What follows belongs to an exercise in optimizing a design on an open flow for small area; a production flow would make more cautious choices.
In this exercise RTL edits were held to simulation tests only and were not proved equivalent to the original.
No driver is modelled on the clock port, so clock power and skew are understated where the tree is cut down; a real chip needs a root buffer or a tree.
Power figures rest on the tool's default switching activity, not on a simulated workload.

--- design/flow/design.v ---
`timescale 1ns / 1ps
module pulseDriver  #(
    parameter minPulse = 500,
              maxPulse = 2500,
              clkDiv = 100
    )
    (
    input wire [11:0] value,
    input wire clk, rst_n, en_n,
    output reg pulse
    );
    reg [19:0] counter;  
    always @ (posedge clk, negedge rst_n)
    begin
        if(~rst_n)
        begin
            pulse <= 0;
            counter <= 5'h0_0000;
        end
        else
        begin
            if(value >= minPulse && value <= maxPulse)
            begin
                counter <= counter+1;
                if(counter/clkDiv > value)
                begin
                    counter <= 5'h0_0000;
                    pulse <= ~pulse;
                end
            end
            else
                pulse <= 0;
        end
    end
endmodule
`timescale 1ns / 1ps
module servoDriver  #(
    parameter minPulse = 500,
              maxPulse = 2500,
              clkDiv = 100,
              minAngle = 0,
              maxAngle = 270
    )
    (
    input wire [8:0] angle,
    output wire servoPwm,
    input wire rst_n, clk
    );
    localparam slope = ((maxPulse - minPulse))/((maxAngle - minAngle));
    reg [11:0] transVal;
    pulseDriver #(minPulse, maxPulse, clkDiv) pd1(.value(transVal), .clk(clk), .rst_n(rst_n), .pulse(servoPwm));
    always @ (posedge clk)
    begin
        if(!rst_n)
            transVal <= 0;
        else
            transVal <= 500 + (slope*angle);
    end
endmodule
--- design/flow/run.sh ---
#!/bin/bash
# synth_recipe.tcl (not shown) runs the flow's synth.tcl, then flattens the netlist and writes it again
# the make line also repeats each setting of config.mk as NAME=value (left out here)
make -C /OpenROAD-flow-scripts/flow DESIGN_CONFIG=/design/flow/config.mk WORK_HOME=/design/flow/orfs CLKGATE_MAP_FILE= SYNTH_SCRIPT=/design/flow/synth_recipe.tcl finish
--- design/flow/config.mk ---
export PLATFORM = sky130hd
export DESIGN_NAME = servoDriver
export DESIGN_NICKNAME = servoDriver
export VERILOG_FILES = /design/flow/design.v
export SDC_FILE = /design/flow/constraint.sdc
export NUM_CORES = 4
export LEC_CHECK = 0
export CAP_MARGIN = 20
export CORE_MARGIN = 2
export CORE_UTILIZATION = 40
export SLEW_MARGIN = 20
--- design/flow/constraint.sdc ---
create_clock -name core_clock -period 12.0 [get_ports {clk}]
set_input_delay 2.4000 -clock core_clock [delete_from_list [all_inputs] [get_ports {clk}]]
set_output_delay 2.4000 -clock core_clock [all_outputs]
set_load 0.01 [all_outputs]
==> qor.json, run 1 <==
{
  "asyncSetResetFlopFracSynth": 0.636,
  "synth_largest_area_cell": "dfrtp_1",
  "grtUsageMet1": 0.272,
  "first_global_vias": 5203,
  "power.leakage_nw": 2.38,
  "post_synth.cell_area_avg_um2": 7.34,
  "worst-slew-pin-transition_ns": 0.910,
  "gpl.final_weighted_congestion": 0.866,
  "yosysTopAreaCellShare": 0.0967,
  "grt_first_pass_wirelength_um": 24200,
  "cts_tree": "yes",
  "synth_enable_flop_cells": 0,
  "drt_drc_violations_left": 0,
  "source_to_sink_clock_delay_at_the_later_pin_of_the_worst_skew_pair_ns": 0.28,
  "cts_hold_repair.buffers": 0,
  "post_synth_num_cell_types": 95,
  "layout.cells.most_common": "nor2_1",
  "num_vias": 5519,
  "initial_core_util": 0.410,
  "cp_data_arrival_time_ns": 11.05,
  "detailedRoute.firstIterationViolations": 486,
  "setup_total_negative_slack_ns": 0,
  "antenna_cells_inserted": 0,
  "dpl-instance-area_mm2": 0.00559,
  "timing.final.crit_share": 0.905,
  "cts-buffers-inserted": 5,
  "maximum_level_of_the_cts_h_tree": 2,
  "drive_gt1_frac": 0.0879,
  "detail_route.wl_per_cell_um": 15.6,
  "floorplan.core_area_mm2": 0.0132,
  "drt_pre_antenna_iters": 5,
  "start_kind": "flip-flop",
  "finalInstanceArea_mm2": 0.00578,
  "design.final.nets": 770,
  "clk_path_buf_depth": 2,
  "met3_usage": 0.0184,
  "status": "finished clean",
  "yosysSeqAreaShare": 0.141,
  "min_path_type": "flip-flop to flip-flop",
  "groute.usage.overall": 0.197,
  "slowest_delay_ns": 0.65,
  "worst_slew_margin_rel": 0.391,
  "synth_area_mm2": 0.00543,
  "critical_path.slowest_cell": "dfrtp_1",
  "skew_ns": 0.00756,
  "fp.dieW_um": 121,
  "ys_warn_count": 2,
  "synth_nets": 794,
  "row_count": 42,
  "max_clock_freq_mhz": 92.1,
  "floorplan.io_pins": 12,
  "quantity_of_i_o_buffers_inserted_on_ports": 11,
  "route.final.wire_length_um": 13900,
  "synth.ff_latch_count": 33,
  "power.ir.vdd_worst_uv": 62.9,
  "antenna_violating_nets_post_route": 0,
  "holdWs_ns": 0.550,
  "timing.critical_path.to_type": "flip-flop",
  "finalWorstPathRequiredPeriod_ns": 10.86,
  "die_area_mm2": 0.0145,
  "cap_violations": 0,
  "clk_pin_slew_worst_paths_ns": 0.05,
  "dominantRegCellSynth": "dfrtp_1",
  "cts-resized-gates": 0,
  "finalSetupViolCount": 0,
  "cts.repair_timing.setup_buffer_count": 0,
  "final_max_slew_viol_count": 0,
  "synthCells": 740,
  "grt.overflow.total": 0,
  "dp.final_hpwl_um": 10300,
  "crit_path_max_fanout": 24,
  "power_density_mw_per_mm2": 71.1,
  "clock-root-buffer": "clkbuf_16",
  "die_y_um": 121,
  "top_library_cells_by_usage_in_the_layout_fill_and_taps_aside": "62 x nor2_1, 54 x nand2_1, 52 x inv_1",
  "worst-endpoint-required_ns": 12.20,
  "area_delta_synth_final_pct": 6.33,
  "globalRoute.busiestLayer": "met2",
  "path_class": "flip-flop to flip-flop",
  "total_clock_sinks": 33,
  "initial_antenna_violation_count": 0,
  "grt_max_degree": 34,
  "vias_per_cell": 6.18,
  "rsz0062_at_grt": "false",
  "grt_util_met2": 0.330,
  "final-hold-violation-count": 0,
  "ys_top_cells_by_area": "dfrtp_1 9.7%, ha_1 8.3%, o21ai_0 4.7%"
}
## sequential cells by signal (all words and copies together) (netlist names)
| register | flops |
|---|---|
| pd1.counter | 20 |
| pd1.pulse | 1 |
| transVal | 12 |
## metal layers
layer / routed length [um] / up-vias
met5: 0 / -
li1: - / 2716
met4: 180 / 0
met2: 6690 / 152
met1: 6480 / 2634
met3: 582 / 17
## Yosys cell counts, drive strengths merged, types with 12 or more instances
cell and number:
a21o 15, a21oi 50, a31oi 15, and2 18, and3 18, buf 20, clkbuf 26, dfrtp 21
dfxtp 12, ha 36, inv 56, nand2 54, nand3 27, nor2 64, nor3 14, o211ai 14
o21ai 57, o31ai 12, xnor2 14
## where the power goes
| group | internal (mW) | switching (mW) | total [mW] |
|---|---|---|---|
| clock network | 0.0826 | 0.0441 | 0.127 |
| logic | 0.0599 | 0.0797 | 0.140 |
| registers | 0.127 | 0.0174 | 0.144 |
| total | 0.269 | 0.141 | 0.411 |
## worst max-delay path: cells and delay by family (launching register included)
family,cells,cell delay [ns]
xor gates and xnor gates,1,0.12
AOI/OAI and AO/OA,27,7.45
adders and majority gates,1,0.22
buffers and inverters,2,0.45
DFF,1,0.65
and+or+nand+nor,11,1.89
## path summary, 6_finish.rpt
kind / slack, ns / to / depth (start not counted) / from
max reg2reg: 1.14 / pd1.counter[16] / 42 / pd1.counter[18]
min: 0.55 / pd1.pulse / 1 / pd1.pulse
min in group asynchronous: 2.51 / pd1.counter[2] / 2 / rst_n
max in group asynchronous: 9.20 / pd1.counter[15] / 2 / rst_n
min reg2reg: 0.55 / pd1.pulse / 1 / pd1.pulse
max: 1.14 / pd1.counter[16] / 42 / pd1.counter[18]
## stage by stage
stage	setup WS, ns	power (mW)	utilization	instances
after floorplan	3.18	0.244	-	740
after global placement	0.918	0.280	0.422	885
final	1.14	0.411	0.436	893
after detailed placement	0.829	0.285	0.422	885
after CTS	0.749	0.413	0.433	893
after global routing	0.00916	0.443	0.436	893
## cell type report
cell class / instances / area [um^2]
fillers: 1355 / 7460
multi-input cells: 604 / 4280
flip-flops and latches: 33 / 771
well taps: 176 / 220
inverters: 57 / 218
clock buffers: 8 / 146
repair buffers: 15 / 140
## logic make-up (layout without fill, tap and decap cells)
group / Yosys count / in the layout / synth area share
mux: 8 / 8 / 0.0152
compound gates: 276 / 276 / 0.378
simple gates: 252 / 252 / 0.237
buf+inv: 103 / 80 / 0.0776
fa+ha+maj: 46 / 46 / 0.114
xor+xnor: 22 / 22 / 0.0368
flops: 33 / 33 / 0.141
==> inputs of run 2 (changes only) <==
==> design/flow/design.v (replaced) <==
`timescale 1ns / 1ps
module pulseDriver (
    input  wire [8:0] angle,
    input  wire       clk, rst_n,
    output reg        pulse
    );
    reg [6:0] r;
    reg [2:0] t;
    reg [8:0] k;
    reg       en;     
    reg       fire;   
    wire clr   = fire | ~rst_n;
    wire rwrap = r[6] & r[5] & r[1] & r[0];    
    wire twrap = t[2] & t[1];                  
    wire [6:0] r_n = clr ? 7'd0   : en ? (rwrap ? 7'd0 : r + 7'd1) : r;
    wire [2:0] t_n = clr ? 3'd3   : (en & rwrap) ? (twrap ? 3'd0 : t + 3'd1) : t;
    wire [8:0] k_n = clr ? 9'd440 : (en & rwrap & twrap) ? k + 9'd1 : k;
    wire inr = ~angle[8] | (~angle[7] & ~angle[6] & ~angle[5] &
                            ~(angle[4] & angle[3] & angle[2] & angle[1]));   
    wire neg = k_n[8] & k_n[7];
    always @(posedge clk) begin
        r    <= r_n;
        t    <= t_n;
        k    <= k_n;
        en   <= rst_n & inr;
        fire <= rst_n & inr & ~neg & (k_n >= angle);
    end
    always @(posedge clk, negedge rst_n)
        if (~rst_n)
            pulse <= 1'b0;
        else
            pulse <= en & (pulse ^ fire);
endmodule
`timescale 1ns / 1ps
module servoDriver (
    input  wire [8:0] angle,
    output wire       servoPwm,
    input  wire       rst_n, clk
    );
    pulseDriver pd1 (.angle(angle), .clk(clk), .rst_n(rst_n), .pulse(servoPwm));
endmodule
--- a/design/flow/config.mk
+++ b/design/flow/config.mk
@@ -9,3 +9,5 @@
 export CORE_MARGIN = 2
 export CORE_UTILIZATION = 40
+export CTS_BUF_LIST = sky130_fd_sc_hd__clkbuf_8 sky130_fd_sc_hd__clkbuf_16
+export CTS_CLUSTER_SIZE = 30
 export SLEW_MARGIN = 20
==> run 2 against run 1 <==
  * Still clean on timing, DRC and antenna
  * Register-to-register slack better by 8.3 ns
  * Fmax increased by 140%
  * Via count shrank 81%
  * Worst hold slack got worse by 0.040 ns
  * Die area down 75%
  * Sequential power decreased by 48%
  * Critical path depth shrank 35
  * Non-clock buffer count down 4
  * Sequential share of layout area up 17 points
  * Critical path type is now input port to flip-flop
  * Critical endpoint is now pd1.fire
  * Largest cell class unchanged
  * Largest power group unchanged
==> qor.json, run 2 <==
{
  "total_clock_sinks": {"value": 22, "change": "-33%"},
  "holdWs": {"value": 0.510, "unit": "ns", "change": "-0.0397 ns"},
  "min_path_type": "flip-flop to flip-flop",
  "yosysTopAreaCellShare": {"value": 0.331, "change": "+0.234"},
  "timing.critical_path.to_type": "flip-flop",
  "initial_core_util": {"value": 0.419, "change": "+0.00909"},
  "largest_registers": "pd1.k: 9 flops, pd1.r: 7 flops, pd1.t: 3 flops",
  "ys_top_cells_by_area": "dfxtp_1 33%, ha_1 12%, xnor2_1 4.8%",
  "r2r_cells": {"value": 10, "change": "-76%"},
  "antenna_violating_nets_post_route": {"value": 0, "change": "unchanged"},
  "source_to_sink_clock_delay_at_the_later_pin_of_the_worst_skew_pair": {"value": 0.26, "unit": "ns", "change": "-0.02 ns"},
  "groute.usage.overall": {"value": 0.141, "change": "-0.0562"},
  "fp.dieW": {"value": 60.3, "unit": "um", "change": "-50%"},
  "finalWorstPathRequiredPeriod": {"value": 4.52, "unit": "ns", "change": "-6.34 ns"},
  "ys_warn_count": {"value": 1, "change": "-1"},
  "largest_register": "pd1.k",
  "synth_nets": {"value": 167, "change": "-79%"},
  "detail_route.wl_per_cell": {"value": 11.7, "unit": "um", "change": "-25%"},
  "reg2reg_to": "pd1.fire",
  "antenna_cells_inserted": {"value": 0, "change": "unchanged"},
  "dominantRegCellSynth": "dfxtp_1",
  "clk_path_buf_depth": {"value": 2, "change": "unchanged"},
  "cts_tree": "yes",
  "largest_register_ffs": {"value": 9, "change": "-55%"},
  "r2r-start": "pd1.k[0]",
  "power.leakage": {"value": 0.573, "unit": "nW", "change": "-76%"},
  "power.total": {"value": 156, "unit": "uW", "change": "-62%"},
  "power.ir.vdd_worst": {"value": 46.7, "unit": "uV", "change": "-26%"},
  "vias_per_cell": {"value": 5.23, "change": "-15%"},
  "route.final.wire_length": {"value": 2360, "unit": "um", "change": "-83%"},
  "top_library_cells_by_usage_in_the_layout_fill_and_taps_aside": "21 x dfxtp_1, 14 x nor2_1, 13 x nand2_1",
  "drt_drc_violations_left": {"value": 0, "change": "unchanged"},
  "synth_area": {"value": 0.00127, "unit": "mm^2", "change": "-77%"},
  "post_synth_num_cell_types": {"value": 39, "change": "-59%"},
  "timing.final.crit_share": {"value": 0.377, "change": "-0.528"},
  "power_density": {"value": 104, "unit": "mW/mm^2", "change": "+47%"},
  "die_y": {"value": 60.3, "unit": "um", "change": "-50%"},
  "drive_gt1_frac": {"value": 0.0701, "change": "-0.0178"},
  "clk_pin_slew_worst_paths": {"value": 0.09, "unit": "ns", "change": "+0.04 ns"},
  "worstHoldStart": "pd1.t[0]",
  "final-hold-violation-count": {"value": 0, "change": "unchanged"},
  "yosys-top-cells-count": "21 x dfxtp_1, 14 x nor2_1, 13 x nand2_1, 12 x ha_1, 10 x inv_1",
  "finalSetupViolCount": {"value": 0, "change": "unchanged"},
  "final_max_slew_viol_count": {"value": 0, "change": "unchanged"},
  "synth.most_common_cell": "dfxtp_1",
  "filler_cell_count": {"value": 304, "change": "-78%"},
  "cts-buffers-inserted": {"value": 3, "change": "-2"},
  "place_ws": {"value": 7.19, "unit": "ns", "change": "+6.36 ns"},
  "cp_data_arrival_time": {"value": 4.71, "unit": "ns", "change": "-6.34 ns"},
  "cap_violations": {"value": 0, "change": "unchanged"},
  "cts-resized-gates": {"value": 0, "change": "unchanged"},
  "drt_pre_antenna_iters": {"value": 4, "change": "-1"},
  "row_count": {"value": 20, "change": "-52%"},
  "design.final.nets": {"value": 181, "change": "-76%"},
  "grt_first_pass_wirelength": {"value": 3850, "unit": "um", "change": "-84%"},
  "num_vias": {"value": 1051, "change": "-81%"},
  "die_area": {"value": 0.00364, "unit": "mm^2", "change": "-75%"},
  "worst-endpoint-required": {"value": 12.19, "unit": "ns", "change": "about the same"},
  "worst_slew_margin_rel": {"value": 0.519, "change": "+0.128"},
  "cts_hold_repair.buffers": {"value": 0, "change": "unchanged"},
  "asyncSetResetFlopFracSynth": {"value": 0.0455, "change": "-0.591"},
  "rsz0062_at_grt": "false",
  "initial_antenna_violation_count": {"value": 0, "change": "unchanged"},
  "post_synth.cell_area_avg": {"value": 8.82, "unit": "um^2", "change": "+20%"},
  "timing.hold.worst_path_depth": {"value": 1, "change": "unchanged"},
  "dpl-instance-area": {"value": 0.00142, "unit": "mm^2", "change": "-75%"},
  "status": "finished clean",
  "synth_largest_area_cell": "dfxtp_1",
  "path_class": "input port to flip-flop",
  "skew": {"value": 0.00636, "unit": "ns", "change": "-0.00120 ns"},
  "maximum_level_of_the_cts_h_tree": {"value": 1, "change": "-1"},
  "floorplan.core_area": {"value": 0.00303, "unit": "mm^2", "change": "-77%"},
  "area_delta_synth_final_pct": 17.4,
  "cts.repair_timing.setup_buffer_count": {"value": 0, "change": "unchanged"},
  "setup_total_negative_slack": {"value": 0, "unit": "ns", "change": "unchanged"},
  "grt_max_degree": {"value": 14, "change": "-59%"},
  "detailedRoute.firstIterationViolations": {"value": 21, "change": "-96%"},
  "first_global_vias": {"value": 957, "change": "-82%"},
  "worst-slew-pin-transition": {"value": 0.721, "unit": "ns", "change": "-0.189 ns"},
  "timing.hold.worst_endpoint": "pd1.t[0]",
  "yosysSeqAreaShare": {"value": 0.351, "change": "+0.210"},
  "finalInstanceArea": {"value": 0.00149, "unit": "mm^2", "change": "-74%"},
  "grt.overflow.total": {"value": 0, "change": "unchanged"},
  "synth_enable_flop_cells": {"value": 0, "change": "unchanged"},
  "postLayoutSetupSlackWorst": {"value": 7.48, "unit": "ns", "change": "+6.34 ns"},
  "worst-r2r-setup-slack": {"value": 9.49, "unit": "ns", "change": "+8.35 ns"},
  "clock-root-buffer": "clkbuf_8",
  "layout.cells.most_common": "dfxtp_1",
  "gpl.final_weighted_congestion": {"value": 0.865, "change": "-0.18%"},
  "max_clock_freq": {"value": 221, "unit": "MHz", "change": "+140%"},
  "start_kind": "input port",
  "synthCells": {"value": 144, "change": "-81%"},
  "quantity_of_i_o_buffers_inserted_on_ports": {"value": 11, "change": "unchanged"},
  "floorplan.io_pins": {"value": 12, "change": "unchanged"},
  "synth.ff_latch_count": {"value": 22, "change": "-33%"},
  "crit_path_max_fanout": {"value": 10, "change": "-58%"},
  "dp.final_hpwl": {"value": 1880, "unit": "um", "change": "-82%"}
}
## run 2: cell type report
class	count	area (um^2)	area share
repair buffers	11	110	0.0738
clock inverters	1	30.0	0.0201
inverters	10	37.5	0.0252
well taps	44	55.1	0.0369
flip-flops and latches	22	445	0.299
clock buffers	3	41.3	0.0277
multi-input cells	110	772	0.518
## run 2: routing by layer
| layer | up-vias | part of all wire | global-route usage |
|---|---|---|---|
| met4 | 0 | 0.019 | 0.0730 |
| met3 | 4 | 0.034 | 0.0256 |
| met1 | 484 | 0.47 | 0.159 |
| met5 | - | 0 | 0 |
| met2 | 25 | 0.48 | 0.252 |
| li1 | 538 | - | - |
## run 2: power by group
group	switching [mW]	internal, mW	total [mW]
logic	0.00489	0.00623	0.0111
clock network	0.0249	0.0445	0.0695
registers	0.00144	0.0737	0.0752
## run 2: worst max path at each step
stage | startpoint | to | slack, ns | cells past startpoint
after floorplan | rst_n | pd1.fire | 8.14 | 8
after global placement | rst_n | pd1.fire | 7.24 | 8
after detailed placement | rst_n | pd1.fire | 7.19 | 7
after CTS | rst_n | pd1.fire | 7.47 | 7
after global routing | rst_n | pd1.fire | 7.33 | 7
final | rst_n | pd1.fire | 7.48 | 7
## run 2: cells by family after synthesis
family | count (synthesis) | share of synthesized area
flops | 22 | 0.351
simple gates | 64 | 0.278
compound gates | 19 | 0.106
buf+inv | 12 | 0.0414
xor+xnor | 13 | 0.0897
fa+ha+maj | 12 | 0.118
mux | 2 | 0.0158
## run 2: metrics by stage
step | util | cells
floorplan | - | 144
global placement | 0.469 | 197
detailed placement | 0.469 | 197
CTS | 0.493 | 201
global route | 0.493 | 201
finish | 0.493 | 201
## run 2: worst max-delay path, stage by stage
cell             delay [ns]
clkdlybuf4s50_1        0.52
nor2b_1                0.61
nand2_1                0.20
ha_1                   0.33
o2111ai_1              0.12
o221a_2                0.29
nor4_2                 0.24
==> inputs of run 3 (changes only) <==
--- a/design/flow/config.mk
+++ b/design/flow/config.mk
@@ -9,5 +9,4 @@
 export CORE_MARGIN = 2
 export CORE_UTILIZATION = 40
-export CTS_BUF_LIST = sky130_fd_sc_hd__clkbuf_8 sky130_fd_sc_hd__clkbuf_16
-export CTS_CLUSTER_SIZE = 30
+export CTS_BUF_LIST = sky130_fd_sc_hd__clkbuf_8
 export SLEW_MARGIN = 20
==> run 3 against run 2 <==
  * Still clean
  * Fmax unchanged
  * Clock power barely moved
  * Global-route usage did not move
  * Core utilization did not move
  * Setup slack stayed put
  * Sequential cell count stayed put
  * Worst hold slack unchanged
  * Via count did not move
  * Sequential power about the same
  * Synthesized cell count did not move
  * Register-to-register slack hardly changed
  * Largest power group unchanged
==> qor.json, run 3 <==
{
  "floorplan.io_pins": {"value": 12, "change": "unchanged"},
  "synth-compound-area-share": {"value": 0.106, "change": "unchanged"},
  "area_used_by_sequential_logic_in_the_layout": {"value": 445, "unit": "um^2", "change": "unchanged"},
  "drt_pre_antenna_iters": {"value": 4, "change": "unchanged"},
  "cap_violations": {"value": 0, "change": "unchanged"},
  "synthXorXnorAreaFrac": {"value": 0.0897, "change": "unchanged"},
  "post_synth.cell_area_avg": {"value": 8.82, "unit": "um^2", "change": "unchanged"},
  "cts-buffers-inserted": {"value": 3, "change": "unchanged"},
  "timing.hold.worst_path_depth": {"value": 1, "change": "unchanged"},
  "timing.hold.worst_endpoint": "pd1.t[0]",
  "min_path_type": "flip-flop to flip-flop",
  "dominantRegCellSynth": "dfxtp_1",
  "cts-resized-gates": {"value": 0, "change": "unchanged"},
  "die_area": {"value": 0.00364, "unit": "mm^2", "change": "unchanged"},
  "largest_register_ffs": {"value": 9, "change": "unchanged"},
  "floorplan.core_area": {"value": 0.00303, "unit": "mm^2", "change": "unchanged"},
  "cts_hold_repair.buffers": {"value": 0, "change": "unchanged"},
  "clock-root-buffer": "clkbuf_8",
  "drt_drc_violations_left": {"value": 0, "change": "unchanged"},
  "groute.usage.overall": {"value": 0.141, "change": "unchanged"},
  "final-hold-violation-count": {"value": 0, "change": "unchanged"},
  "skew": {"value": 0.00636, "unit": "ns", "change": "unchanged"},
  "largest_register": "pd1.k",
  "timing.final.crit_share": {"value": 0.377, "change": "unchanged"},
  "route.final.wire_length": {"value": 2360, "unit": "um", "change": "unchanged"},
  "area_delta_synth_final": {"value": 17.4, "unit": "%", "change": "unchanged"},
  "drive_gt1_frac": {"value": 0.0701, "change": "unchanged"},
  "worstHoldStart": "pd1.t[0]",
  "clk_pin_slew_worst_paths": {"value": 0.09, "unit": "ns", "change": "about the same"},
  "simple_gate_fraction_of_synth_area": {"value": 0.278, "change": "unchanged"},
  "post_synth_num_cell_types": {"value": 39, "change": "unchanged"},
  "yosysTopAreaCellShare": {"value": 0.331, "change": "unchanged"},
  "dp.final_hpwl": {"value": 1880, "unit": "um", "change": "unchanged"},
  "vias_per_cell": {"value": 5.23, "change": "unchanged"},
  "power_density": {"value": 104, "unit": "mW/mm^2", "change": "unchanged"},
  "ys_warn_count": {"value": 1, "change": "unchanged"},
  "rsz0062_at_grt": "false",
  "power.leakage": {"value": 0.573, "unit": "nW", "change": "unchanged"},
  "status": "finished clean",
  "source_to_sink_clock_delay_at_the_later_pin_of_the_worst_skew_pair": {"value": 0.26, "unit": "ns", "change": "about the same"},
  "worst_slew_margin_rel": {"value": 0.519, "change": "unchanged"},
  "antenna_cells_inserted": {"value": 0, "change": "unchanged"},
  "first_global_vias": {"value": 957, "change": "unchanged"},
  "max_clock_freq": {"value": 221, "unit": "MHz", "change": "unchanged"},
  "grt_first_pass_wirelength": {"value": 3850, "unit": "um", "change": "unchanged"},
  "die_y": {"value": 60.3, "unit": "um", "change": "unchanged"},
  "final_max_slew_viol_count": {"value": 0, "change": "unchanged"},
  "reg2reg_to": "pd1.fire",
  "synth_mux_area_frac": {"value": 0.0158, "change": "unchanged"},
  "yosys.area_share.adder": {"value": 0.118, "change": "unchanged"},
  "synth.ff_latch_count": {"value": 22, "change": "unchanged"},
  "design.final.nets": {"value": 181, "change": "unchanged"},
  "worst-r2r-setup-slack": {"value": 9.49, "unit": "ns", "change": "about the same"},
  "cts.repair_timing.setup_buffer_count": {"value": 0, "change": "unchanged"},
  "num_vias": {"value": 1051, "change": "unchanged"},
  "maximum_level_of_the_cts_h_tree": {"value": 1, "change": "unchanged"},
  "initial_antenna_violation_count": {"value": 0, "change": "unchanged"},
  "row_count": {"value": 20, "change": "unchanged"},
  "r2r-start": "pd1.k[0]",
  "grt_max_degree": {"value": 14, "change": "unchanged"},
  "clk_path_buf_depth": {"value": 2, "change": "unchanged"},
  "yosysSeqAreaShare": {"value": 0.351, "change": "unchanged"},
  "synth_largest_area_cell": "dfxtp_1",
  "asyncSetResetFlopFracSynth": {"value": 0.0455, "change": "unchanged"},
  "fp.dieW": {"value": 60.3, "unit": "um", "change": "unchanged"},
  "area_used_by_multi_input_combinational_logic": {"value": 772, "unit": "um^2", "change": "unchanged"},
  "gpl.final_weighted_congestion": {"value": 0.865, "change": "unchanged"},
  "finalWorstPathRequiredPeriod": {"value": 4.52, "unit": "ns", "change": "unchanged"},
  "r2r_cells": {"value": 10, "change": "unchanged"},
  "layout.cells.most_common": "dfxtp_1",
  "synthCells": {"value": 144, "change": "unchanged"},
  "synth.most_common_cell": "dfxtp_1",
  "worst-slew-pin-transition": {"value": 0.721, "unit": "ns", "change": "unchanged"},
  "quantity_of_i_o_buffers_inserted_on_ports": {"value": 11, "change": "unchanged"},
  "crit_path_max_fanout": {"value": 10, "change": "unchanged"},
  "setup_total_negative_slack": {"value": 0, "unit": "ns", "change": "unchanged"},
  "synth_enable_flop_cells": {"value": 0, "change": "unchanged"},
  "power.ir.vdd_worst": {"value": 46.7, "unit": "uV", "change": "unchanged"},
  "antenna_violating_nets_post_route": {"value": 0, "change": "unchanged"},
  "worst-endpoint-required": {"value": 12.19, "unit": "ns", "change": "about the same"},
  "cts_tree": "yes",
  "largest_registers": "pd1.k: 9 flops, pd1.r: 7 flops, pd1.t: 3 flops",
  "synth_nets": {"value": 167, "change": "unchanged"},
  "cp_data_arrival_time": {"value": 4.71, "unit": "ns", "change": "about the same"},
  "top_library_cells_by_usage_in_the_layout_fill_and_taps_aside": "21 x dfxtp_1, 14 x nor2_1, 13 x nand2_1",
  "ys_top_cells_by_area": "dfxtp_1 33%, ha_1 12%, xnor2_1 4.8%",
  "timing.critical_path.to_type": "flip-flop",
  "combinational_family_with_the_most_area_after_synthesis": "simple AND/OR/NAND/NOR gates",
  "start_kind": "input port",
  "path_class": "input port to flip-flop",
  "holdWs": {"value": 0.510, "unit": "ns", "change": "unchanged"},
  "total_clock_sinks": {"value": 22, "change": "unchanged"},
  "finalSetupViolCount": {"value": 0, "change": "unchanged"},
  "yosys-top-cells-count": "21 x dfxtp_1, 14 x nor2_1, 13 x nand2_1, 12 x ha_1, 10 x inv_1",
  "detail_route.wl_per_cell": {"value": 11.7, "unit": "um", "change": "unchanged"},
  "filler_cell_count": {"value": 304, "change": "unchanged"},
  "grt.overflow.total": {"value": 0, "change": "unchanged"},
  "synth_area": {"value": 0.00127, "unit": "mm^2", "change": "unchanged"},
  "initial_core_util": {"value": 0.419, "change": "unchanged"},
  "detailedRoute.firstIterationViolations": {"value": 21, "change": "unchanged"}
}
run 3: cell counts after synthesis:
Identical to the previous run, type by type.
run 3: worst max-delay path, cell delays in order:
cell             delay (ns)
clkdlybuf4s50_1        0.52
nor2b_1                0.61
nand2_1                0.20
ha_1                   0.33
o2111ai_1              0.12
o221a_2                0.29
nor4_2                 0.24
run 3: routing by layer:
| metal | part of all wire | vias up | global-route usage |
|---|---|---|---|
| met1 | 0.47 | 484 | 0.159 |
| met3 | 0.034 | 4 | 0.0256 |
| li1 | - | 538 | - |
| met2 | 0.48 | 25 | 0.252 |
| met5 | 0 | - | 0 |
| met4 | 0.019 | 0 | 0.0730 |
run 3: power by group:
group	internal [mW]	total, mW	switching, mW
registers	0.0737	0.0752	0.00144
clock network	0.0445	0.0695	0.0249
logic	0.00623	0.0111	0.00489
total	0.125	0.156	0.0313
run 3: layout make-up:
cell class | instances | area share
clock buffer | 3 | 0.0277
clock inverter | 1 | 0.0201
inverter | 10 | 0.0252
multi-input combinational | 110 | 0.518
sequential | 22 | 0.299
tap | 44 | 0.0369
timing repair buffer | 11 | 0.0738
run 3: stage by stage:
step / cell area [um^2] / power (mW) / setup WS (ns) / util / std cells
6_report: 1490 / 0.156 / 7.48 / 0.493 / 201
5_1_grt: 1490 / 0.161 / 7.33 / 0.493 / 201
4_1_cts: 1490 / 0.157 / 7.47 / 0.493 / 201
3_5_place_dp: 1420 / 0.0883 / 7.19 / 0.469 / 197
3_3_place_gp: 1420 / 0.0878 / 7.24 / 0.469 / 197
2_1_floorplan: 1270 / 0.0833 / 8.14 / - / 144
run 3: how the worst max path moves through the flow:
stage	startpoint	endpoint	slack, ns
2_1_floorplan	rst_n	pd1.fire	8.14
3_3_place_gp	rst_n	pd1.fire	7.24
3_5_place_dp	rst_n	pd1.fire	7.19
4_1_cts	rst_n	pd1.fire	7.47
5_1_grt	rst_n	pd1.fire	7.33
6_report	rst_n	pd1.fire	7.48
run 3: cell families after synthesis:
kind of cell | after synthesis
adders and majority gates | 12
and+or+nand+nor | 64
buffers and inverters | 12
AOI/OAI and AO/OA | 19
muxes | 2
DFF | 22
xor gates and xnor gates | 13
==> inputs of run 4 (changes only) <==
--- a/design/flow/design.v
+++ b/design/flow/design.v
@@ -13,10 +13,30 @@
     wire rwrap = r[6] & r[5] & r[1] & r[0];    
     wire twrap = t[2] & t[1];                  
-    wire [6:0] r_n = clr ? 7'd0   : en ? (rwrap ? 7'd0 : r + 7'd1) : r;
-    wire [2:0] t_n = clr ? 3'd3   : (en & rwrap) ? (twrap ? 3'd0 : t + 3'd1) : t;
-    wire [8:0] k_n = clr ? 9'd440 : (en & rwrap & twrap) ? k + 9'd1 : k;
+    wire tinc  = en & rwrap;
+    wire kinc  = tinc & twrap;
+    wire [7:0] cr;
+    wire [9:0] ck;
+    wire [9:0] ge;
+    assign cr[0] = en;
+    assign ck[0] = kinc;
+    assign ge[0] = 1'b1;
+    wire [6:0] r_n = (clr | tinc) ? 7'd0 : r ^ cr[6:0];
+    wire [2:0] t_n = clr ? 3'd3 : ~tinc ? t :
+                     twrap ? 3'd0 : {t[2] ^ (t[1] & t[0]), t[1] ^ t[0], ~t[0]};
+    wire [8:0] kk  = k ^ ck[8:0];               
+    wire [8:0] k_n = clr ? 9'd440 : kk;
+    genvar i;
+    generate
+        for (i = 0; i < 7; i = i + 1) begin : rc
+            assign cr[i+1] = cr[i] & r[i];
+        end
+        for (i = 0; i < 9; i = i + 1) begin : kc
+            assign ck[i+1] = ck[i] & k[i];
+            assign ge[i+1] = (kk[i] & ~angle[i]) | ((kk[i] | ~angle[i]) & ge[i]);
+        end
+    endgenerate
     wire inr = ~angle[8] | (~angle[7] & ~angle[6] & ~angle[5] &
                             ~(angle[4] & angle[3] & angle[2] & angle[1]));   
-    wire neg = k_n[8] & k_n[7];
+    wire neg = kk[8] & kk[7];
     always @(posedge clk) begin
         r    <= r_n;
@@ -24,5 +44,5 @@
         k    <= k_n;
         en   <= rst_n & inr;
-        fire <= rst_n & inr & ~neg & (k_n >= angle);
+        fire <= ~clr & inr & ~neg & ge[9];
     end
     always @(posedge clk, negedge rst_n)
--- a/design/flow/config.mk
+++ b/design/flow/config.mk
@@ -7,6 +7,6 @@
 export LEC_CHECK = 0
 export CAP_MARGIN = 20
-export CORE_MARGIN = 2
-export CORE_UTILIZATION = 40
+export CORE_AREA = 2 2 60 60
 export CTS_BUF_LIST = sky130_fd_sc_hd__clkbuf_8
+export DIE_AREA = 0 0 62.1 62.1
 export SLEW_MARGIN = 20
==> run 4 against run 3 <==
  * Still clean
  * Clock-buffer cell count is 1 higher
  * Sequential share of layout area is 5.4 points higher
  * Critical path depth is 3 lower
  * Routed wire length is 23% lower
  * Core utilization is 11 points lower
  * Critical endpoint unchanged
  * Largest cell class unchanged
  * Largest power group unchanged
  * Highest routed layer unchanged
==> qor.json, run 4 <==
{
  "status": "finished clean",
  "cts-resized-gates": {"value": 0, "change": "unchanged"},
  "finalWorstPathRequiredPeriod": {"value": 3.84, "unit": "ns", "change": "-0.676 ns"},
  "rsz0062_at_grt": "false",
  "timing.critical_path.to_type": "flip-flop",
  "die_y": {"value": 62.1, "unit": "um", "change": "+2.9%"},
  "switchingPower": {"value": 27.3, "unit": "uW", "change": "-13%"},
  "drt_drc_violations_left": {"value": 0, "change": "unchanged"},
  "row_count": {"value": 21, "change": "+5.0%"},
  "maximum_level_of_the_cts_h_tree": {"value": 1, "change": "unchanged"},
  "power_density": {"value": 107, "unit": "mW/mm^2", "change": "+2.4%"},
  "grt_max_degree": {"value": 17, "change": "+3"},
  "largest_register_ffs": {"value": 9, "change": "unchanged"},
  "fp.dieW": {"value": 62.1, "unit": "um", "change": "+2.9%"},
  "floorplan.core_area": {"value": 0.00328, "unit": "mm^2", "change": "+8.5%"},
  "power.share.clock": {"value": 0.387, "change": "-0.059"},
  "path_class": "input port to flip-flop",
  "grt_first_pass_wirelength": {"value": 3210, "unit": "um", "change": "-17%"},
  "dp.final_hpwl": {"value": 1420, "unit": "um", "change": "-24%"},
  "drive_gt1_frac": {"value": 0.0678, "change": "-0.00227"},
  "die_area": {"value": 0.00386, "unit": "mm^2", "change": "+5.9%"},
  "min_path_type": "flip-flop to flip-flop",
  "worst-endpoint-required": {"value": 12.19, "unit": "ns", "change": "about the same"},
  "postLayoutCoreUtil": {"value": 0.385, "change": "-0.108"},
  "cts_tree": "yes",
  "yosysSeqAreaShare": {"value": 0.424, "change": "+0.0736"},
  "max_clock_freq": {"value": 260, "unit": "MHz", "change": "+18%"},
  "first_global_vias": {"value": 790, "change": "-17%"},
  "worst_slew_margin_rel": {"value": 0.370, "change": "-0.148"},
  "filler_cell_count": {"value": 336, "change": "+11%"},
  "quantity_of_i_o_buffers_inserted_on_ports": {"value": 11, "change": "unchanged"},
  "skew": {"value": 0.00124, "unit": "ns", "change": "-0.00513 ns"},
  "setup_total_negative_slack": {"value": 0, "unit": "ns", "change": "unchanged"},
  "antenna_violating_nets_post_route": {"value": 0, "change": "unchanged"},
  "post_synth.cell_area_avg": {"value": 10.0, "unit": "um^2", "change": "+13%"},
  "cts-buffers-inserted": {"value": 3, "change": "unchanged"},
  "dominantRegCellSynth": "dfxtp_1",
  "start_kind": "input port",
  "timing.final.crit_share": {"value": 0.320, "change": "-0.0563"},
  "power.ir.vdd_worst": {"value": 37.9, "unit": "uV", "change": "-19%"},
  "synth_nets": {"value": 131, "change": "-22%"},
  "cts.repair_timing.setup_buffer_count": {"value": 0, "change": "unchanged"},
  "grt.overflow.total": {"value": 0, "change": "unchanged"},
  "antenna_cells_inserted": {"value": 0, "change": "unchanged"},
  "final_max_slew_viol_count": {"value": 0, "change": "unchanged"},
  "clock-root-buffer": "clkbuf_8",
  "synth_enable_flop_cells": {"value": 0, "change": "unchanged"},
  "synth.ff_latch_count": {"value": 22, "change": "unchanged"},
  "initial_core_util": {"value": 0.320, "change": "-0.0998"},
  "floorplan.io_pins": {"value": 12, "change": "unchanged"},
  "gpl.final_weighted_congestion": {"value": 0.733, "change": "-15%"},
  "cts_hold_repair.buffers": {"value": 0, "change": "unchanged"},
  "source_to_sink_clock_delay_at_the_later_pin_of_the_worst_skew_pair": {"value": 0.26, "unit": "ns", "change": "about the same"},
  "area_delta_synth_final_pct": 20.4,
  "top_library_cells_by_usage_in_the_layout_fill_and_taps_aside": "21 x dfxtp_1, 15 x ha_1, 11 x clkdlybuf4s50_1",
  "design.final.nets": {"value": 145, "change": "-20%"},
  "groute.usage.overall": {"value": 0.105, "change": "-0.0360"},
  "power_switching_share": {"value": 0.202, "change": "+0.00125"},
  "share_seq_of_total_power": {"value": 0.548, "change": "+0.065"},
  "largest_register": "pd1.k",
  "cp_data_arrival_time": {"value": 4.04, "unit": "ns", "change": "-0.67 ns"},
  "crit_path_max_fanout": {"value": 16, "change": "+6"},
  "power.leakage": {"value": 0.617, "unit": "nW", "change": "+7.7%"},
  "clk_pin_slew_worst_paths": {"value": 0.08, "unit": "ns", "change": "about the same"},
  "combPwrFrac": {"value": 0.064, "change": "-0.007"},
  "cap_violations": {"value": 0, "change": "unchanged"},
  "route.final.wire_length": {"value": 1820, "unit": "um", "change": "-23%"},
  "yosysTopAreaCellShare": {"value": 0.400, "change": "+0.0694"},
  "synth.most_common_cell": "dfxtp_1",
  "post_synth_num_cell_types": {"value": 31, "change": "-21%"},
  "ys_top_cells_by_area": "dfxtp_1 40%, ha_1 18%, and3_1 4.8%",
  "worst-r2r-setup-slack": {"value": 8.75, "unit": "ns", "change": "-0.74 ns"},
  "yosys-top-cells-count": "21 x dfxtp_1, 15 x ha_1, 9 x inv_1, 8 x and3_1, 7 x nand2_1",
  "detail_route.wl_per_cell": {"value": 11.1, "unit": "um", "change": "-5.5%"},
  "final-hold-violation-count": {"value": 0, "change": "unchanged"},
  "asyncSetResetFlopFracSynth": {"value": 0.0455, "change": "unchanged"},
  "synth_largest_area_cell": "dfxtp_1",
  "ys_warn_count": {"value": 1, "change": "unchanged"},
  "detailedRoute.firstIterationViolations": {"value": 21, "change": "unchanged"},
  "synthCells": {"value": 105, "change": "-27%"},
  "num_vias": {"value": 756, "change": "-28%"},
  "finalSetupViolCount": {"value": 0, "change": "unchanged"},
  "total_clock_sinks": {"value": 22, "change": "unchanged"},
  "clk_path_buf_depth": {"value": 2, "change": "unchanged"},
  "worst-slew-pin-transition": {"value": 0.943, "unit": "ns", "change": "+0.222 ns"},
  "cellInternalPower": {"value": 108, "unit": "uW", "change": "-13%"},
  "layout.cells.most_common": "dfxtp_1",
  "vias_per_cell": {"value": 4.61, "change": "-12%"},
  "initial_antenna_violation_count": {"value": 0, "change": "unchanged"},
  "synth_area": {"value": 0.00105, "unit": "mm^2", "change": "-17%"},
  "largest_registers": "pd1.k: 9 flops, pd1.r: 7 flops, pd1.t: 3 flops",
  "drt_pre_antenna_iters": {"value": 4, "change": "unchanged"}
}
[run 4: area by class of cell]
| type | count | area (um^2) | area share |
|---|---|---|---|
| inverters | 9 | 33.8 | 0.0267 |
| clock buffers | 4 | 55.1 | 0.0436 |
| flip-flops and latches | 22 | 445 | 0.352 |
| well taps | 46 | 57.6 | 0.0455 |
| multi-input cells | 72 | 562 | 0.445 |
| repair buffers | 11 | 110 | 0.0871 |
[run 4: metal layers]
| metal | routed length (um) | part of all wire | up-vias | track usage |
|---|---|---|---|---|
| met4 | 14 | 0.0077 | 0 | 0.0444 |
| li1 | - | - | 394 | - |
| met1 | 822 | 0.45 | 349 | 0.117 |
| met5 | 0 | 0 | - | 0 |
| met2 | 920 | 0.51 | 11 | 0.188 |
| met3 | 61 | 0.034 | 2 | 0.0272 |
[run 4: stage by stage]
| step | cell area (um^2) | worst slack [ns] | std cells | hold slack (ns) | power (mW) |
|---|---|---|---|---|---|
| 2_1_floorplan | 1050 | 8.85 | 105 | 0.459 | 0.0795 |
| 3_3_place_gp | 1210 | 7.91 | 160 | 0.472 | 0.0844 |
| 3_5_place_dp | 1210 | 7.90 | 160 | 0.497 | 0.0846 |
| 4_1_cts | 1260 | 8.16 | 164 | 0.510 | 0.137 |
| 5_1_grt | 1260 | 8.07 | 164 | 0.529 | 0.141 |
| 6_report | 1260 | 8.16 | 164 | 0.507 | 0.135 |
[run 4: final timing paths]
kind,depth (start not counted),startpoint,endpoint
setup / recovery,4,rst_n,pd1.fire
hold / removal,1,pd1.en,pd1.pulse
setup reg to reg,15,pd1.en,pd1.fire
hold reg to reg,1,pd1.en,pd1.pulse
max in group asynchronous,1,rst_n,pd1.pulse
min in group asynchronous,1,rst_n,pd1.pulse
[run 4: power by group through the flow]
stage                     Combinational (mW)  Sequential (mW)  Clock [mW]
after detailed placement             0.00874           0.0758           0
after CTS                            0.00884           0.0741      0.0538
after floorplan                      0.00380           0.0757           0
after global placement               0.00861           0.0758           0
after global routing                 0.00956           0.0742      0.0573
final                                0.00868           0.0741      0.0524
[run 4: cell families (layout without fill, tap and decap cells)]
kind of cell             after synthesis  in the layout  share of synthesized area
AND/OR/NAND/NOR                       37             37                      0.204
flip-flops                            22             22                      0.424
adder cells (fa/ha/maj)               17             17                      0.198
AO/OA/AOI/OAI                         14             14                      0.100
buffers and inverters                 11             24                     0.0405
XOR/XNOR                               4              4                     0.0334
[run 4: critical path: stages]
cell and delay [ns]:
clkdlybuf4s50_1 0.52, nor2b_1 0.77, o2111ai_1 0.20, a21oi_1 0.15
==> inputs of run 5 (changes only) <==
==> design/flow/flow/run.sh (new file) <==
#!/bin/bash
# Layout flow: the standard ORFS flow, with three changes to how the
# layout is made:
#  - synthesis maps with an area-only ABC script (flow/abc_area.script) and
#    without the hard adder cells, so the counters and comparator are mapped
#    as plain gates;
#  - the port buffers are the smallest buffer cell;
#  - clock tree synthesis uses clkbuf_8 and no dummy loads.
# Each make step writes its full output to a log in this folder; ORFS's own
# per-step logs are under orfs/logs/.
set -euo pipefail
cd "$(dirname "$0")/.."
work=$PWD

rm -rf "$work/abc_scripts"
cp -r "$FLOW_HOME/scripts" "$work/abc_scripts"
cp "$work/flow/abc_area.script" "$work/abc_scripts/abc_area.script"

bash standard.sh SCRIPTS_DIR="$work/abc_scripts" ABC_AREA=1 ADDER_MAP_FILE= synth \
  > "$work/synth.log" 2>&1

bash standard.sh \
  BUFFER_PORTS_ARGS="-buffer_cell sky130_fd_sc_hd__buf_1" \
  CTS_ARGS="-sink_clustering_enable -repair_clock_nets -dont_use_dummy_load -buf_list sky130_fd_sc_hd__clkbuf_8" \
  finish > "$work/layout.log" 2>&1
==> design/flow/flow/abc_area.script (new file) <==
strash
dch
amap
mfs2
strash
dch
amap
topo
==> design/flow/standard.sh (new file) <==
#!/bin/bash
# synth_recipe.tcl (not shown) runs the flow's synth.tcl, then flattens the netlist and writes it again
# the make line also repeats each setting of config.mk as NAME=value (left out here)
make -C /OpenROAD-flow-scripts/flow DESIGN_CONFIG=/design/flow/config.mk WORK_HOME=/design/flow/orfs CLKGATE_MAP_FILE= SYNTH_SCRIPT=/design/flow/synth_recipe.tcl "${@:-finish}"
--- a/design/flow/config.mk
+++ b/design/flow/config.mk
@@ -8,5 +8,4 @@
 export CAP_MARGIN = 20
 export CORE_AREA = 2 2 60 60
-export CTS_BUF_LIST = sky130_fd_sc_hd__clkbuf_8
 export DIE_AREA = 0 0 62.1 62.1
 export SLEW_MARGIN = 20
removed: design/flow/run.sh
==> run 5 against run 4 <==
  * Clock-buffer cell count fell by 1
  * Routed wire length rose by 2.6%
  * Synthesized cell count rose by 16%
  * Sequential power barely moved
  * Die area did not move
  * Final area fell by 16%
  * Worst hold slack got worse by 0.056 ns
  * Sequential share of layout area rose by 6.7 points
  * Clock skew rose by 0.014 ns
  * Core utilization fell by 6.1 points
  * Non-clock buffer count did not move
  * Power fell by 7.2%
  * Largest cell class is now sequential cells
==> qor.json, run 5 <==
{
  "start_kind": "input port",
  "setup_total_negative_slack": {"value": 0, "unit": "ns", "change": "unchanged"},
  "drt_drc_violations_left": {"value": 0, "change": "unchanged"},
  "synth_enable_flop_cells": {"value": 0, "change": "unchanged"},
  "clk_path_buf_depth": {"value": 2, "change": "unchanged"},
  "final_max_slew_viol_count": {"value": 0, "change": "unchanged"},
  "status": "finished clean",
  "power.share.clock": {"value": 0.358, "change": "-0.029"},
  "source_to_sink_clock_delay_at_the_later_pin_of_the_worst_skew_pair": {"value": 0.26, "unit": "ns", "change": "about the same"},
  "worst-slew-pin-transition": {"value": 0.609, "unit": "ns", "change": "-0.334 ns"},
  "vias_per_cell": {"value": 4.64, "change": "+0.72%"},
  "switchingPower": {"value": 27.0, "unit": "uW", "change": "-1.0%"},
  "area_delta_synth_final_pct": 15.2,
  "dpl-instance-area": {"value": 0.00102, "unit": "mm^2", "change": "-16%"},
  "initial_antenna_violation_count": {"value": 0, "change": "unchanged"},
  "ys_top_cells_by_area": "dfxtp_1 46%, nor2_1 11%, clkinv_1 6.5%",
  "cp_data_arrival_time": {"value": 4.04, "unit": "ns", "change": "about the same"},
  "power_density": {"value": 118, "unit": "mW/mm^2", "change": "+10%"},
  "clk_pin_slew_worst_paths": {"value": 0.08, "unit": "ns", "change": "about the same"},
  "layout.cells.most_common": "nor2_1",
  "design.final.nets": {"value": 149, "change": "+2.8%"},
  "total_clock_sinks": {"value": 22, "change": "unchanged"},
  "cts_tree": "yes",
  "share_seq_of_total_power": {"value": 0.590, "change": "+0.042"},
  "synth.most_common_cell": "nor2_1",
  "r2r-start": "pd1.r[0]",
  "cts_hold_repair.buffers": {"value": 0, "change": "unchanged"},
  "drt_pre_antenna_iters": {"value": 4, "change": "unchanged"},
  "quantity_of_i_o_buffers_inserted_on_ports": {"value": 11, "change": "unchanged"},
  "maximum_level_of_the_cts_h_tree": {"value": 1, "change": "unchanged"},
  "clock-root-buffer": "clkbuf_8",
  "detailedRoute.firstIterationViolations": {"value": 13, "change": "-38%"},
  "route.final.wire_length": {"value": 1870, "unit": "um", "change": "+2.6%"},
  "yosysSeqAreaShare": {"value": 0.483, "change": "+0.0587"},
  "filler_cell_count": {"value": 360, "change": "+7.1%"},
  "grt.overflow.total": {"value": 0, "change": "unchanged"},
  "largest_registers": "pd1.k: 9 flops, pd1.r: 7 flops, pd1.t: 3 flops",
  "cellInternalPower": {"value": 98.5, "unit": "uW", "change": "-8.7%"},
  "power_switching_share": {"value": 0.215, "change": "+0.0133"},
  "first_global_vias": {"value": 749, "change": "-5.2%"},
  "synthCells": {"value": 122, "change": "+16%"},
  "initial_core_util": {"value": 0.281, "change": "-0.0389"},
  "num_vias": {"value": 845, "change": "+12%"},
  "skew": {"value": 0.0156, "unit": "ns", "change": "+0.0144 ns"},
  "combPwrFrac": {"value": 0.052, "change": "-0.012"},
  "detail_route.wl_per_cell": {"value": 10.2, "unit": "um", "change": "-7.6%"},
  "dominantRegCellSynth": "dfxtp_1",
  "largest_register_ffs": {"value": 9, "change": "unchanged"},
  "final-hold-violation-count": {"value": 0, "change": "unchanged"},
  "worst_slew_margin_rel": {"value": 0.592, "change": "+0.222"},
  "cts-resized-gates": {"value": 0, "change": "unchanged"},
  "worstSetupStartpoint": "rst_n",
  "finalWorstPathRequiredPeriod": {"value": 3.92, "unit": "ns", "change": "+0.0730 ns"},
  "cts.repair_timing.setup_buffer_count": {"value": 0, "change": "unchanged"},
  "finalInstanceArea": {"value": 0.00106, "unit": "mm^2", "change": "-16%"},
  "worstHoldStart": "pd1.en",
  "power.total": {"value": 125, "unit": "uW", "change": "-7.2%"},
  "cts-buffers-inserted": {"value": 3, "change": "unchanged"},
  "ys_warn_count": {"value": 1, "change": "unchanged"},
  "synth_area": {"value": 922, "unit": "um^2", "change": "-12%"},
  "drive_gt1_frac": {"value": 0.0221, "change": "-0.0457"},
  "antenna_violating_nets_post_route": {"value": 0, "change": "unchanged"},
  "post_synth.cell_area_avg": {"value": 7.56, "unit": "um^2", "change": "-24%"},
  "row_count": {"value": 21, "change": "unchanged"},
  "cap_violations": {"value": 0, "change": "unchanged"},
  "post_synth_num_cell_types": {"value": 21, "change": "-32%"},
  "synth_largest_area_cell": "dfxtp_1",
  "die_area": {"value": 0.00386, "unit": "mm^2", "change": "unchanged"},
  "asyncSetResetFlopFracSynth": {"value": 0.0455, "change": "unchanged"},
  "largest_register": "pd1.k",
  "timing.final.crit_share": {"value": 0.326, "change": "+0.00608"},
  "dp.final_hpwl": {"value": 1470, "unit": "um", "change": "+3.8%"},
  "finalSetupViolCount": {"value": 0, "change": "unchanged"},
  "power.leakage": {"value": 0.382, "unit": "nW", "change": "-38%"},
  "groute.usage.overall": {"value": 0.101, "change": "-0.00374"},
  "die_y": {"value": 62.1, "unit": "um", "change": "unchanged"},
  "grt_first_pass_wirelength": {"value": 3130, "unit": "um", "change": "-2.4%"},
  "grt_max_degree": {"value": 14, "change": "-3"},
  "worst-endpoint-required": {"value": 12.12, "unit": "ns", "change": "-0.07 ns"},
  "synth_nets": {"value": 133, "change": "+1.5%"},
  "fp.dieW": {"value": 62.1, "unit": "um", "change": "unchanged"},
  "min_path_type": "flip-flop to flip-flop",
  "crit_path_max_fanout": {"value": 9, "change": "-7"},
  "floorplan.io_pins": {"value": 12, "change": "unchanged"},
  "yosysTopAreaCellShare": {"value": 0.456, "change": "+0.0554"},
  "max_clock_freq": {"value": 255, "unit": "MHz", "change": "-1.9%"},
  "rsz0062_at_grt": "false",
  "yosys-top-cells-count": "27 x nor2_1, 21 x dfxtp_1, 16 x clkinv_1, 12 x nand2_1, 10 x o21ai_0",
  "synth.ff_latch_count": {"value": 22, "change": "unchanged"},
  "timing.critical_path.to_type": "flip-flop",
  "floorplan.core_area": {"value": 0.00328, "unit": "mm^2", "change": "unchanged"},
  "gpl.final_weighted_congestion": {"value": 0.802, "change": "+9.4%"},
  "antenna_cells_inserted": {"value": 0, "change": "unchanged"},
  "top_library_cells_by_usage_in_the_layout_fill_and_taps_aside": "27 x nor2_1, 21 x dfxtp_1, 16 x clkinv_1",
  "power.ir.vdd_worst": {"value": 79.4, "unit": "uV", "change": "+110%"},
  "path_class": "input port to flip-flop"
}
==> run 5: changes by cell type after synthesis, moves of 3 or more <==
cell,previous run,this run
and2_0,0,3
and2_1,3,0
and3_1,8,5
clkinv_1,0,16
ha_1,15,0
inv_1,9,0
nand2_1,7,12
nand2b_1,5,0
nor2_1,4,27
nor3_1,1,8
o21ai_0,1,10
o22ai_1,3,0
xor2_1,3,0
==> run 5: power by group through the flow <==
stage,logic (mW),registers (mW),clock network [mW]
final,0.00652,0.0740,0.0449
after global routing,0.00738,0.0741,0.0494
after CTS,0.00653,0.0740,0.0461
after detailed placement,0.00650,0.0757,0
after global placement,0.00616,0.0757,0
after floorplan,0.00396,0.0756,0
==> run 5: per-layer routing <==
layer / up-vias / part of all wire / GRT usage
met4: 0 / 0.0064 / 0.0167
met5: - / 0 / 0
met3: 2 / 0.048 / 0.0399
li1: 444 / - / -
met1: 378 / 0.48 / 0.121
met2: 21 / 0.46 / 0.174
==> run 5: stage by stage <==
step           hold WS (ns)  std cells   util  setup slack, ns
3_3_place_gp          0.436        179  0.311             8.09
2_1_floorplan         0.422        122      -             8.37
5_1_grt               0.494        182  0.323             7.92
3_5_place_dp          0.439        179  0.311             7.80
6_report              0.450        182  0.323             8.08
4_1_cts               0.451        182  0.323             8.07
==> run 5: critical path, cell delays in order <==
cell and delay [ns]:
buf_1 0.11, clkinv_1 0.09, nor2_1 0.49, clkinv_1 0.41
a2111oi_0 0.53
==> run 5: cell type report <==
cell class                      count  area [um^2]  share of cell area
Tap cell                           46         57.6              0.0542
Timing Repair Buffer               11         41.3              0.0389
Multi-Input combinational cell     84          417               0.392
Inverter                           16         60.1              0.0565
Sequential cell                    22          445               0.419
Clock buffer                        3         41.3              0.0389
==> run 5: final timing paths <==
path	slack (ns)	end	cells past startpoint
min in group asynchronous	1.90	pd1.pulse	1
worst min register to register	0.45	pd1.pulse	2
worst max register to register	8.75	pd1.fire	19
worst max-delay path	8.08	pd1.fire	5
worst min-delay path	0.45	pd1.pulse	2
max in group asynchronous	9.98	pd1.pulse	1
==> run 5: logic make-up after synthesis <==
family	share of synthesized area
AO/OA/AOI/OAI	0.164
flip-flops	0.483
AND/OR/NAND/NOR	0.288
buffers and inverters	0.0651
==> inputs of run 6 (changes only) <==
--- a/design/flow/flow/run.sh
+++ b/design/flow/flow/run.sh
@@ -6,5 +6,6 @@
 #    as plain gates;
 #  - the port buffers are the smallest buffer cell;
-#  - clock tree synthesis uses clkbuf_8 and no dummy loads.
+#  - the clock tree is one clkbuf_8 driving every register: CTS runs as usual
+#    and flow/flatten_clk.tcl then folds its leaf buffers into the root.
 # Each make step writes its full output to a log in this folder; ORFS's own
 # per-step logs are under orfs/logs/.
@@ -23,3 +24,4 @@
   BUFFER_PORTS_ARGS="-buffer_cell sky130_fd_sc_hd__buf_1" \
   CTS_ARGS="-sink_clustering_enable -repair_clock_nets -dont_use_dummy_load -buf_list sky130_fd_sc_hd__clkbuf_8" \
+  POST_CTS_TCL="$work/flow/flatten_clk.tcl" \
   finish > "$work/layout.log" 2>&1
==> design/flow/flow/flatten_clk.tcl (new file) <==
# Replace the clock tree that CTS built with its root buffer alone: every
# leaf buffer's sinks move onto the root buffer's output net and the leaf
# buffers are removed. The root buffer is then sized to clkbuf_8.
set block [ord::get_db_block]
set root [$block findInst clkbuf_0_clk]
set root_net [[$root findITerm X] getNet]
foreach inst [$block getInsts] {
  set name [$inst getName]
  if { [string match clkbuf_*_clk $name] && $name ne "clkbuf_0_clk" } {
    set out_net [[$inst findITerm X] getNet]
    foreach it [$out_net getITerms] {
      if { [$it getInst] ne $inst } {
        $it disconnect
        $it connect $root_net
      }
    }
    odb::dbInst_destroy $inst
    odb::dbNet_destroy $out_net
  }
}
$root swapMaster [[ord::get_db] findMaster sky130_fd_sc_hd__clkbuf_8]
detailed_placement
estimate_parasitics -placement
--- a/design/flow/config.mk
+++ b/design/flow/config.mk
@@ -9,3 +9,4 @@
 export CORE_AREA = 2 2 60 60
 export DIE_AREA = 0 0 62.1 62.1
+export PLACE_DENSITY = 0.85
 export SLEW_MARGIN = 20
==> run 6 against run 5 <==
  * Clock power decreased by 42%
  * Global-route usage rose by 0.054 points
  * Setup slack gained 0.11 ns
  * Final cell count decreased by 1.1%
  * Core utilization shrank 0.84 points
  * Sequential power barely moved
  * Non-clock buffer count is the same
  * Sequential cell count unchanged
  * Largest power group unchanged
  * Register-to-register slack improved by 0.21 ns
  * Die area did not move
==> qor.json, run 6 <==
{
  "status": "finished clean",
  "initial_core_util": {"value": 0.281, "change": "unchanged"},
  "yosys-top-cells-count": "27 x nor2_1, 21 x dfxtp_1, 16 x clkinv_1, 12 x nand2_1, 10 x o21ai_0",
  "groute.usage.overall": {"value": 0.102, "change": "+0.000540"},
  "synth_area": {"value": 922, "unit": "um^2", "change": "unchanged"},
  "finalWorstPathRequiredPeriod": {"value": 3.81, "unit": "ns", "change": "-0.112 ns"},
  "drt_drc_violations_left": {"value": 0, "change": "unchanged"},
  "antenna_violating_nets_post_route": {"value": 0, "change": "unchanged"},
  "route.met3.wl": {"value": 155, "unit": "um", "change": "+72%"},
  "quantity_of_i_o_buffers_inserted_on_ports": {"value": 11, "change": "unchanged"},
  "power.leakage": {"value": 0.368, "unit": "nW", "change": "-3.8%"},
  "path_class": "input port to flip-flop",
  "worst-slew-pin-transition": {"value": 0.577, "unit": "ns", "change": "-0.0319 ns"},
  "synth.most_common_cell": "nor2_1",
  "floorplan.io_pins": {"value": 12, "change": "unchanged"},
  "first_global_vias": {"value": 704, "change": "-6.0%"},
  "combinational_family_with_the_most_area_after_synthesis": "simple AND/OR/NAND/NOR gates",
  "power.ir.vdd_worst": {"value": 54.0, "unit": "uV", "change": "-32%"},
  "floorplan.core_area": {"value": 0.00328, "unit": "mm^2", "change": "unchanged"},
  "crit_path_max_fanout": {"value": 9, "change": "unchanged"},
  "timing.critical_path.mode_cell": "clkinv_1",
  "holdWs": {"value": 0.463, "unit": "ns", "change": "+0.0122 ns"},
  "start_kind": "input port",
  "num_vias": {"value": 821, "change": "-2.8%"},
  "timing.final.crit_share": {"value": 0.317, "change": "-0.00935"},
  "critical_path.slowest_cell": "nor2_1",
  "min_path_type": "flip-flop to flip-flop",
  "slowest_delay": {"value": 0.47, "unit": "ns", "change": "-0.06 ns"},
  "die_y": {"value": 62.1, "unit": "um", "change": "unchanged"},
  "worst_slew_margin_rel": {"value": 0.614, "change": "+0.0213"},
  "largest_register": "pd1.k",
  "timing.critical_path.to_type": "flip-flop",
  "largest_register_ffs": {"value": 9, "change": "unchanged"},
  "timing.critical_path.cells": "buf_1, clkinv_1, nor2_1, clkinv_1, a2111oi_0",
  "route.final.wire_length": {"value": 1580, "unit": "um", "change": "-15%"},
  "simple_gate_fraction_of_synth_area": {"value": 0.288, "change": "unchanged"},
  "source_to_sink_clock_delay_at_the_later_pin_of_the_worst_skew_pair": {"value": 0.18, "unit": "ns", "change": "-0.08 ns"},
  "ys_top_cells_by_area": "dfxtp_1 46%, nor2_1 11%, clkinv_1 6.5%",
  "yosysTopAreaCellShare": {"value": 0.456, "change": "unchanged"},
  "rsz0062_at_grt": "false",
  "detail_route.wl_per_cell": {"value": 8.78, "unit": "um", "change": "-14%"},
  "skew": {"value": 0.00341, "unit": "ns", "change": "-0.0122 ns"},
  "synth-compound-area-share": {"value": 0.164, "change": "unchanged"},
  "design.final.nets": {"value": 147, "change": "-1.3%"},
  "cap_violations": {"value": 0, "change": "unchanged"},
  "ys_warn_count": {"value": 1, "change": "unchanged"},
  "synth.ff_latch_count": {"value": 22, "change": "unchanged"},
  "grt_first_pass_wirelength": {"value": 2750, "unit": "um", "change": "-12%"},
  "asyncSetResetFlopFracSynth": {"value": 0.0455, "change": "unchanged"},
  "setup_total_negative_slack": {"value": 0, "unit": "ns", "change": "unchanged"},
  "finalInstanceArea": {"value": 0.00103, "unit": "mm^2", "change": "-2.6%"},
  "final_max_slew_viol_count": {"value": 0, "change": "unchanged"},
  "synth_mux_area_frac": {"value": 0, "change": "unchanged"},
  "dp.final_hpwl": {"value": 1260, "unit": "um", "change": "-14%"},
  "dominantRegCellSynth": "dfxtp_1",
  "largest_registers": "pd1.k: 9 flops, pd1.r: 7 flops, pd1.t: 3 flops",
  "final_cell_count_no_fill": {"value": 180, "change": "-1.1%"},
  "postLayoutCoreUtil": {"value": 0.315, "change": "-0.00838"},
  "post-place-cells": {"value": 179, "change": "unchanged"},
  "drt_pre_antenna_iters": {"value": 6, "change": "+2"},
  "max_clock_freq": {"value": 263, "unit": "MHz", "change": "+2.9%"},
  "clk_pin_slew_worst_paths": {"value": 0.12, "unit": "ns", "change": "+0.04 ns"},
  "yosys.area_share.adder": {"value": 0, "change": "unchanged"},
  "worst-endpoint-required": {"value": 12.07, "unit": "ns", "change": "-0.05 ns"},
  "post_synth_num_cell_types": {"value": 21, "change": "unchanged"},
  "highest_layer_used_for_signal_routing": "met4",
  "synthCells": {"value": 122, "change": "unchanged"},
  "critical_path.top_delay_family": "buffers and inverters",
  "gpl.final_weighted_congestion": {"value": 0.740, "change": "-7.8%"},
  "top_library_cells_by_usage_in_the_layout_fill_and_taps_aside": "27 x nor2_1, 21 x dfxtp_1, 16 x clkinv_1",
  "synth_largest_area_cell": "dfxtp_1",
  "antenna_cells_inserted": {"value": 0, "change": "unchanged"},
  "yosysSeqAreaShare": {"value": 0.483, "change": "unchanged"},
  "synth_enable_flop_cells": {"value": 0, "change": "unchanged"},
  "total_clock_sinks": {"value": 22, "change": "unchanged"},
  "row_count": {"value": 21, "change": "unchanged"},
  "synth_nets": {"value": 133, "change": "unchanged"},
  "filler_cell_count": {"value": 357, "change": "-0.83%"},
  "dpl-instance-area": {"value": 0.00102, "unit": "mm^2", "change": "unchanged"},
  "area_used_by_sequential_logic_in_the_layout": {"value": 445, "unit": "um^2", "change": "unchanged"},
  "post_synth.cell_area_avg": {"value": 7.56, "unit": "um^2", "change": "unchanged"},
  "critPathBufInv": {"value": 3, "change": "unchanged"},
  "synthXorXnorAreaFrac": {"value": 0, "change": "unchanged"},
  "detailedRoute.firstIterationViolations": {"value": 35, "change": "+22"},
  "vias_per_cell": {"value": 4.56, "change": "-1.8%"},
  "finalSetupViolCount": {"value": 0, "change": "unchanged"},
  "route.layer.met1.wl": {"value": 695, "unit": "um", "change": "-23%"},
  "drive_gt1_frac": {"value": 0.00746, "change": "-0.0146"},
  "cp_data_arrival_time": {"value": 3.87, "unit": "ns", "change": "-0.17 ns"},
  "fp.dieW": {"value": 62.1, "unit": "um", "change": "unchanged"},
  "die_area": {"value": 0.00386, "unit": "mm^2", "change": "unchanged"},
  "area_used_by_multi_input_combinational_logic": {"value": 417, "unit": "um^2", "change": "unchanged"},
  "grt_max_degree": {"value": 23, "change": "+9"},
  "grt.overflow.total": {"value": 0, "change": "unchanged"},
  "initial_antenna_violation_count": {"value": 0, "change": "unchanged"},
  "final-hold-violation-count": {"value": 0, "change": "unchanged"},
  "area_delta_synth_final_pct": 12.2,
  "detailroute.wirelength.met2": {"value": 713, "unit": "um", "change": "-17%"},
  "layout.cells.most_common": "nor2_1",
  "power_density": {"value": 103, "unit": "mW/mm^2", "change": "-13%"}
}
==> run 6: cell counts after synthesis <==
Identical to the previous run, type by type.
==> run 6: cell families (layout without fill, tap and decap cells) <==
kind of cell | after synthesis | in the layout
AOI/OAI and AO/OA | 24 | 24
DFF | 22 | 22
buffers and inverters | 16 | 28
and+or+nand+nor | 60 | 60
==> run 6: worst paths after layout <==
check                      cells after the start   endpoint  slack (ns)      from
max                                            5   pd1.fire        8.19     rst_n
min                                            2  pd1.pulse        0.46    pd1.en
max reg2reg                                   19   pd1.fire        8.96  pd1.r[1]
min reg2reg                                    2  pd1.pulse        0.46    pd1.en
max in group asynchronous                      1  pd1.pulse        9.91     rst_n
min in group asynchronous                      1  pd1.pulse        1.97     rst_n
==> run 6: final cells by class <==
| cell class | instances | share of cell area |
|---|---|---|
| timing repair buffer | 11 | 0.0399 |
| multi-input combinational | 84 | 0.403 |
| tap | 46 | 0.0556 |
| sequential | 22 | 0.430 |
| clock buffer | 1 | 0.0133 |
| inverter | 16 | 0.0580 |
==> run 6: report_power, final <==
group	internal [mW]	switching (mW)
logic	0.00245	0.00401
registers	0.0737	0.000356
clock network	0.00787	0.0180
==> run 6: worst register-to-register path: cells and delay by family, from the launching register on <==
kind                   cells  cell delay, ns
AOI/OAI and AO/OA          5            0.80
and+or+nand+nor           10            1.42
buffers and inverters      4            0.38
DFF                        1            0.33
==> run 6: metal layers <==
metal / vias up / track usage
li1: 436 / -
met3: 2 / 0.0272
met1: 355 / 0.136
met2: 28 / 0.163
met4: 0 / 0.0250
met5: - / 0
==> run 6: stage by stage <==
step                      total power [mW]  setup slack, ns
after floorplan                     0.0796             8.37
after detailed placement            0.0822             7.97
after global placement              0.0820             8.07
after global routing                 0.111             7.96
final                                0.106             8.19

-- static timing again, ports no longer ideal --
How much do the figures lean on ideal ports? The routed layouts below were timed once more, with nothing changed but the port constraints.
Step 1 sets driving cells, clkbuf_16 on the clock port and buf_2 on the other inputs (assumed; they add their load-dependent delay and slew).
Step 2 adds t to the input delays and takes it off the output delays; t is the mean of the earliest and latest rising clock arrival at the registers after step 1. Input paths then give back, and output paths get back, about the clock's delay inside the block.
Slacks: ideal / step 1 / step 2; pairs: ideal / step 1.
| run | shift t [ns] | slack for setup (ns) | worst hold slack (ns) |
|---|---|---|---|
| run 1 | 0.307 | 1.144 / 1.144 / 1.144 | 0.550 / 0.550 / 0.550 |
| run 2 | 0.285 | 7.480 / 7.482 / 7.197 | 0.510 / 0.510 / 0.510 |
| run 3 | 0.285 | 7.480 / 7.482 / 7.197 | 0.510 / 0.510 / 0.510 |
| run 4 | 0.279 | 8.156 / 8.154 / 7.876 | 0.507 / 0.507 / 0.507 |
| run 5 | 0.278 | 8.083 / 8.078 / 7.800 | 0.450 / 0.450 / 0.450 |
| run 6 | 0.198 | 8.195 / 8.195 / 7.998 | 0.463 / 0.463 / 0.463 |
After both steps every run listed still meets setup and hold.
